This design comes from an exercise in tuning for small area on the open sky130 flow, not from production work.
Function was checked by simulation only, so behaviour that the tests miss may differ from the original.
No activity file was given, so power comes from the tool's default toggle rates.

==> flow/design.v (excerpt) <==
module race_controller (
    input clk,
    input rst,
    input A1, B1, start1, Z1, up1, down1, left1, right1, steer_left1, steer_right1,
    input A2, B2, start2, Z2, up2, down2, left2, right2, steer_left2, steer_right2,
    input phase_loaded,
    input [20:0] imap_item_box1,
    input [20:0] imap_item_box2,
    input [20:0] imap_item_box3,
    input [20:0] imap_item_box4,
    input [20:0] imap_item_box5,
    input [20:0] imap_item_box6,
    input [20:0] imap_item_box7,
    input [20:0] imap_item_box8,
    input [1:0] map_type,
    input [3:0] min_tens, input [3:0] min_ones,
    input [3:0] sec_tens, input [3:0] sec_ones,
    input [3:0] ms_tens, input [3:0] ms_ones,
    input [9:0] car1_x, input [8:0] car1_y,
    input [9:0] car2_x, input [8:0] car2_y,
    output reg [2:0] phase,
    output in_loading_phase,
    output reg [2:0] selected_character1, output reg [2:0] selected_character2,
    output reg character_selected1, output reg character_selected2,
    output reg ready_for_race,
    output reg [1:0] laps_completed1, output reg [1:0] laps_completed2,
    output reg race_begin,
    output reg [1:0] oym_counter,
    output [1:0] finish_place1, output [1:0] finish_place2,
    output reg [3:0] fmin_tens1, output reg [3:0] fmin_ones1, output reg [3:0] fsec_tens1,
    output reg [3:0] fsec_ones1, output reg [3:0] fms_tens1, output reg [3:0] fms_ones1,
    output reg [3:0] fmin_tens2, output reg [3:0] fmin_ones2, output reg [3:0] fsec_tens2,
    output reg [3:0] fsec_ones2, output reg [3:0] fms_tens2, output reg [3:0] fms_ones2,
    output [1:0] owned_item1, output [1:0] owned_item2,
    output picking_item1, output picking_item2,
    output car1_banana_buff, output car1_mushroom_buff, output car1_lightning_buff,
    output car2_banana_buff, output car2_mushroom_buff, output car2_lightning_buff,
    output lightning_used, output banana_placed, output mushroom_used,
    output [20:0] item_box1,
    output [20:0] item_box2,
    output [20:0] item_box3,
    output [20:0] item_box4,
    output [20:0] item_box5,
    output [20:0] item_box6,
    output [20:0] item_box7,
    output [20:0] item_box8,
    output [20:0] banana1,
    output [20:0] banana2,
    output [20:0] banana3,
    output [20:0] banana4,
    output [20:0] banana5,
    output [20:0] banana6,
    output [20:0] banana7,
    output [20:0] banana8,
    output reg lap_completed1, output reg correct_direction1,
    output reg lap_completed2, output reg correct_direction2,
    output reg [9:0] imap_x, output reg [8:0] imap_y,
    output forward1, output backward1, output turn_left1, output turn_right1,
    output [1:0] speed1,
    output forward2, output backward2, output turn_left2, output turn_right2,
    output [1:0] speed2
    );
Size in the first run: ~710 I/O pins, roughly 49000 µm² of cells after synthesis.
export LEC_CHECK = 0
export CAP_MARGIN = 20
export CORE_MARGIN = 2
export CORE_UTILIZATION = 60
export PLACE_DENSITY = 0.72
export SLEW_MARGIN = 20
export SYNTH_HIERARCHICAL = 1
export SYNTH_MINIMUM_KEEP_SIZE = 0
create_clock -name core_clock -period 12.0 [get_ports {clk}]
standard.sh (not shown) runs the stock make flow with config.mk's settings and CLKGATE_MAP_FILE= SYNTH_SCRIPT=/design/flow/synth_recipe.tcl, a recipe that flattens the netlist after the stock synthesis.
==> flow/flow/run.sh <==
#!/bin/bash
# The standard layout, with two changes:
#  - the port buffers are sky130_fd_sc_hd__buf_1 (one buffer on every port, as
#    in the standard flow, but the smallest buffer cell);
#  - clock tree synthesis clusters the flip-flops under clkbuf_4 leaf buffers
#    and inserts no dummy loads.
set -euo pipefail
export BUFFER_PORTS_ARGS="-buffer_cell sky130_fd_sc_hd__buf_1"
export CTS_ARGS="-sink_clustering_enable -repair_clock_nets -dont_use_dummy_load -buf_list {sky130_fd_sc_hd__clkbuf_4} -sink_clustering_size 8 -sink_clustering_max_diameter 35"
bash standard.sh > standard_flow.log 2>&1
The starting point completed without violations.
==> next run, changes <==
--- a/flow/design.v
+++ b/flow/design.v
@@ -9,16 +9,25 @@
   carry2 c01(.a(o[1:0]), .b(nt1[1:0]), .y(c[2]));
   genvar k;
   generate
     for (k = 2; k < W; k = k + 1) begin : f
       fadd u(.a(o[k]), .b(nt1[k]), .c(c[k]), .s(d[k]), .co(c[k+1]));
     end
   endgenerate
 endmodule
+module axis_car #(parameter W = 10)
+    (input [W-1:0] nc, output [W-1:0] nt1, output wrap, output clamp);
+  localparam [W-1:0] K29 = 29;
+  localparam [W-1:0] TOP10 = -10;
+  localparam [W-1:0] TOP29 = -29;
+  add_const #(W, K29) am(.a(nc), .s(nt1));
+  assign wrap = nc >= TOP10 || nc < 10;               
+  assign clamp = nc >= TOP29 && nc < TOP10;           
+endmodule
 `timescale 1ns / 1ps
 `timescale 1ns / 1ps
 module fadd(input a, input b, input c, output s, output co);
   assign {co, s} = a + b + c;
 endmodule
 module hadd(input a, input b, output s, output co);
   assign {co, s} = a + b;
 endmodule
@@ -220,28 +229,20 @@
   wire ph_csel    = phase == 1;
   wire ph_racing  = phase == 2;
   wire ph_ld_race = phase == 5;
   assign in_loading_phase = phase[2] ^ (phase[1] & phase[0]);   
   wire [9:0] c1_xnt1, c2_xnt1;
   wire [8:0] c1_ynt1, c2_ynt1;
   wire c1_xwrap, c1_ywrap, c2_xwrap, c2_ywrap;
   wire c1_xclamp, c1_yclamp, c2_xclamp, c2_yclamp;
-  add_const #(10, 10'd29) c1x(.a(~car1_x), .s(c1_xnt1));
-  add_const #(9, 9'd29)   c1y(.a(~car1_y), .s(c1_ynt1));
-  add_const #(10, 10'd29) c2x(.a(~car2_x), .s(c2_xnt1));
-  add_const #(9, 9'd29)   c2y(.a(~car2_y), .s(c2_ynt1));
-  assign c1_xwrap = car1_x >= 10'd1014 || car1_x < 10'd10;
-  assign c1_ywrap = car1_y >= 9'd502 || car1_y < 9'd10;
-  assign c2_xwrap = car2_x >= 10'd1014 || car2_x < 10'd10;
-  assign c2_ywrap = car2_y >= 9'd502 || car2_y < 9'd10;
-  assign c1_xclamp = car1_x >= 10'd10 && car1_x < 10'd29;
-  assign c1_yclamp = car1_y >= 9'd10 && car1_y < 9'd29;
-  assign c2_xclamp = car2_x >= 10'd10 && car2_x < 10'd29;
-  assign c2_yclamp = car2_y >= 9'd10 && car2_y < 9'd29;
+  axis_car #(10) c1x(.nc(~car1_x), .nt1(c1_xnt1), .wrap(c1_xwrap), .clamp(c1_xclamp));
+  axis_car #(9)  c1y(.nc(~car1_y), .nt1(c1_ynt1), .wrap(c1_ywrap), .clamp(c1_yclamp));
+  axis_car #(10) c2x(.nc(~car2_x), .nt1(c2_xnt1), .wrap(c2_xwrap), .clamp(c2_xclamp));
+  axis_car #(9)  c2y(.nc(~car2_y), .nt1(c2_ynt1), .wrap(c2_ywrap), .clamp(c2_yclamp));
   function axis_in(input [9:2] d, input msb, input wrap, input clamp);
     axis_in = (d[9:6] == 0) && !(d[5] && (d[4] || d[3])) &&
               !(msb && (clamp || (wrap && (d[5] || (d[4] && (d[3] || d[2]))))));
   endfunction
   wire [20:0] obj [0:15];
   wire [15:0] obj_active;       
   wire [15:0] hit1, hit2;
   genvar gi;
After rerunning:
- The new run went through all stages and came out clean
- cell area stays flat
- total power stays flat
- die area stays flat
- worst hold slack improved by 27 ps
- synthesized area barely changes
- fmax goes down by a few percent
- clock power stays flat
- sequential share of layout area stays flat
- combinational power barely changes
- first-iteration DRC count goes up by a quarter to a third
- routed wire length goes up by a few percent
- flip-flop and latch count is unchanged
- worst setup slack got worse by 320 ps

[afterwards: timing with drivers on the ports]
No port has a modelled driver above. Below, the same layouts with a new extraction and two added sets of constraints. Step 1: set_driving_cell puts a clkbuf_16 on clk and a buf_2 on each other input, an assumption about the parent block. Step 2, shift: input delay + t, output delay - t, t = (earliest + latest rising clock arrival at the registers) / 2. This alone moves slack from input paths to output paths. Slacks: ideal ports / drivers / drivers and shift; pairs: ideal ports / drivers.
run | shift t [ns] | setup slack, ns | slew at the worst register clock pin (ns) | worst slew at a driven data input, ns
the first run | 1.144 | 1.957 / 1.936 / 1.936 | 0.10 / 0.10 | 0.09
the second run | 1.111 | 1.638 / 1.616 / 1.616 | 0.09 / 0.09 | 0.08
After both steps every run listed still meets setup and hold. The setup slack of the second run, which loses most, moves by -0.022 ns with the drivers and by -0.022 ns with both steps.
